From an optimization exercise on the open Yosys and OpenROAD flow, aimed at small area and a short achievable clock period; shortcuts taken in it are not production practice. In this exercise RTL edits were held to simulation tests only and were not proved equivalent to the original.

==> flow/design.v (excerpt) <==
module mapper_lrn #(
    parameter N_WIDTH = 2,     
    parameter M_WIDTH = 10,     
    parameter E_WIDTH = 6,     
    parameter F_WIDTH = 6,     
    parameter V_WIDTH = 2,     
    parameter ADDR_BUS_WIDTH = 20,     
    parameter DATA_WIDTH     = 16,     
    parameter ROW_MAJOR      = 1      
)(
    input  logic                             core_clk,                
    input  logic                             reset,                   
    input  logic                             start_normalization,     
    input  logic [N_WIDTH- 1 : 0]            dim4,                    
    input  logic [M_WIDTH- 1 : 0]            dim3,                    
    input  logic [E_WIDTH- 1 : 0]            dim2,                    
    input  logic [F_WIDTH- 1 : 0]            dim1,                    
    input  logic [V_WIDTH- 1 : 0]            padding_num,             
    input  logic                             normalized_window,    
    input  logic                             full_flag,               
    input  logic                             div_out_valid,           
    output logic [ADDR_BUS_WIDTH - 1 : 0]    r_addr,                  
    output logic                             r_enable,                
    output logic [ADDR_BUS_WIDTH - 1 : 0]    w_addr,                  
    output logic                             w_enable,                
    output logic                             normalized_layer         
);
Size in the first run: roughly 76 flip-flops, ~75 I/O pins, ~0.020 sq mm of cells after synthesis.
Settings: LEC_CHECK=0, CAP_MARGIN=20, CORE_MARGIN=2, CORE_UTILIZATION=40, CTS_BUF_LIST=sky130_fd_sc_hd__clkbuf_8, SETUP_SLACK_MARGIN=3.75, SLEW_MARGIN=20, SYNTH_HIERARCHICAL=1, SYNTH_MINIMUM_KEEP_SIZE=0; clock period 20.0 ns.
standard.sh (not shown) runs the stock make flow with config.mk's settings and CLKGATE_MAP_FILE= SYNTH_SCRIPT=/design/flow/synth_recipe.tcl, a recipe that flattens the netlist after the stock synthesis.
==> flow/flow/run.sh <==
#!/bin/bash
set -euo pipefail
bash standard.sh BUFFER_PORTS_ARGS="-buffer_cell sky130_fd_sc_hd__buf_1" finish > standard.log 2>&1
The baseline completed without violations.
Edit:
--- a/flow/config.mk
+++ b/flow/config.mk
@@ -11,3 +11,3 @@
 export CTS_BUF_LIST = sky130_fd_sc_hd__clkbuf_8
-export SETUP_SLACK_MARGIN = 3.75
+export SETUP_SLACK_MARGIN = 3
 export SLEW_MARGIN = 20
Effect:
- setup slack got worse by 0.65 ns
- non-clock buffer count drops by 30
- core utilization is lower by 1.2 points
- die area does not change
- cell area came out lower by about 3%
- synthesized area stays the same
- sequential share of layout area grows by 0.26 points
- fmax falls by 3.9%
Edit:
--- a/flow/config.mk
+++ b/flow/config.mk
@@ -11,3 +11,3 @@
 export CTS_BUF_LIST = sky130_fd_sc_hd__clkbuf_8
-export SETUP_SLACK_MARGIN = 3
+export SETUP_SLACK_MARGIN = 4
 export SLEW_MARGIN = 20
What happened: Fmax rose by 3.9%; die area is unchanged; critical path depth rose by 2; non-clock buffer count rose by 38; worst setup slack gets better by 0.63 ns; via count rose by 1.1%; final area rose by 4.2%; routed wire length rose by 2.6%; hold slack stays flat; core utilization rose by 1.8 points.

---

Starting RTL as in the previous note.
export LEC_CHECK = 0
export CAP_MARGIN = 20
export CORE_MARGIN = 2
export CORE_UTILIZATION = 40
export CTS_BUF_LIST = sky130_fd_sc_hd__clkbuf_8
export SETUP_SLACK_MARGIN = 3.5
export SLEW_MARGIN = 20
export SYNTH_HIERARCHICAL = 1
export SYNTH_MINIMUM_KEEP_SIZE = 0
create_clock -name core_clock -period 20.0 [get_ports {core_clk}]
Scripts as last shown in full above: flow/flow/run.sh
The first run produced a clean layout.
Then changed:
Settings changed: CORE_UTILIZATION 40 to 50.
Outcome: Register-to-register slack barely changes; maximum frequency fell by 0.40%; final area fell by 0.62%; non-clock buffer count is higher by 3; sequential share of layout area stays flat; synthesized cell count does not change; global-route usage rises by 4.9 points; die area went down by 20%; setup slack loses 0.066 ns.

---

mapper_lrn, a different RTL version from the one above (not shown whole).
Size in the first run: about 2100 cells after synthesis, roughly 76 flip-flops, ~75 I/O pins, ~21000 um2 of cells after synthesis.
export LEC_CHECK = 0
export CAP_MARGIN = 20
export CORE_MARGIN = 2
export CORE_UTILIZATION = 40
export SETUP_SLACK_MARGIN = 5
export SLEW_MARGIN = 20
export SYNTH_HIERARCHICAL = 1
export SYNTH_MINIMUM_KEEP_SIZE = 0
create_clock -name core_clock -period 20.0 [get_ports {core_clk}]
==> flow/flow/run.sh <==
#!/bin/bash
set -euo pipefail
bash standard.sh BUFFER_PORTS_ARGS="-buffer_cell sky130_fd_sc_hd__buf_2" finish > standard.log 2>&1
Next try:
==> flow/flow/run.sh (replaced) <==
#!/bin/bash
set -euo pipefail
bash standard.sh BUFFER_PORTS_ARGS="-buffer_cell sky130_fd_sc_hd__buf_2" RECOVER_POWER=100 finish > standard.log 2>&1
Settings changed: SETUP_SLACK_MARGIN 5 to 4.
This time the run produced a layout that fails on capacitance limit, slew limit.
Wire length came out lower by 1.8%.
Clock skew shrinks by 0.0049 ns.
Global-route usage hardly moves.

[static timing again, ports no longer ideal]
Ports are ideal in the flow. The routed layouts listed here were re-timed in OpenROAD. Step 1 sets driving cells, clkbuf_16 on the clock port and buf_2 on the other inputs (assumed; they add their load-dependent delay and slew). Step 2 also shifts input and output timing later by t, the mid clock arrival at the registers, as if the neighbouring blocks saw the same clock. a / b / c = ideal / step 1 / step 2; a / b = the first two.
run	shift t [ns]	setup slack, ns	hold slack, ns	worst data-port slew with drivers (ns)
the first run of note 1	0.429	4.095 / 4.029 / 4.029	0.486 / 0.486 / 0.486	0.10
the second run of note 1	0.427	3.448 / 3.421 / 3.421	0.486 / 0.486 / 0.486	0.10
the third run of note 1	0.432	4.077 / 4.012 / 4.012	0.486 / 0.486 / 0.486	0.10
the first run of note 2	0.427	3.867 / 3.826 / 3.826	0.486 / 0.486 / 0.486	0.09
the second run of note 2	0.421	3.801 / 3.777 / 3.777	0.482 / 0.482 / 0.482	0.11
the first run of note 3	0.393	4.102 / 4.044 / 4.044	0.529 / 0.529 / 0.529	0.09
the second run of note 3	0.392	2.938 / 2.911 / 2.911	0.534 / 0.534 / 0.534	0.12
The setup slack of the first run of note 1, which loses most, moves by -0.066 ns with the drivers and by -0.066 ns with both steps.
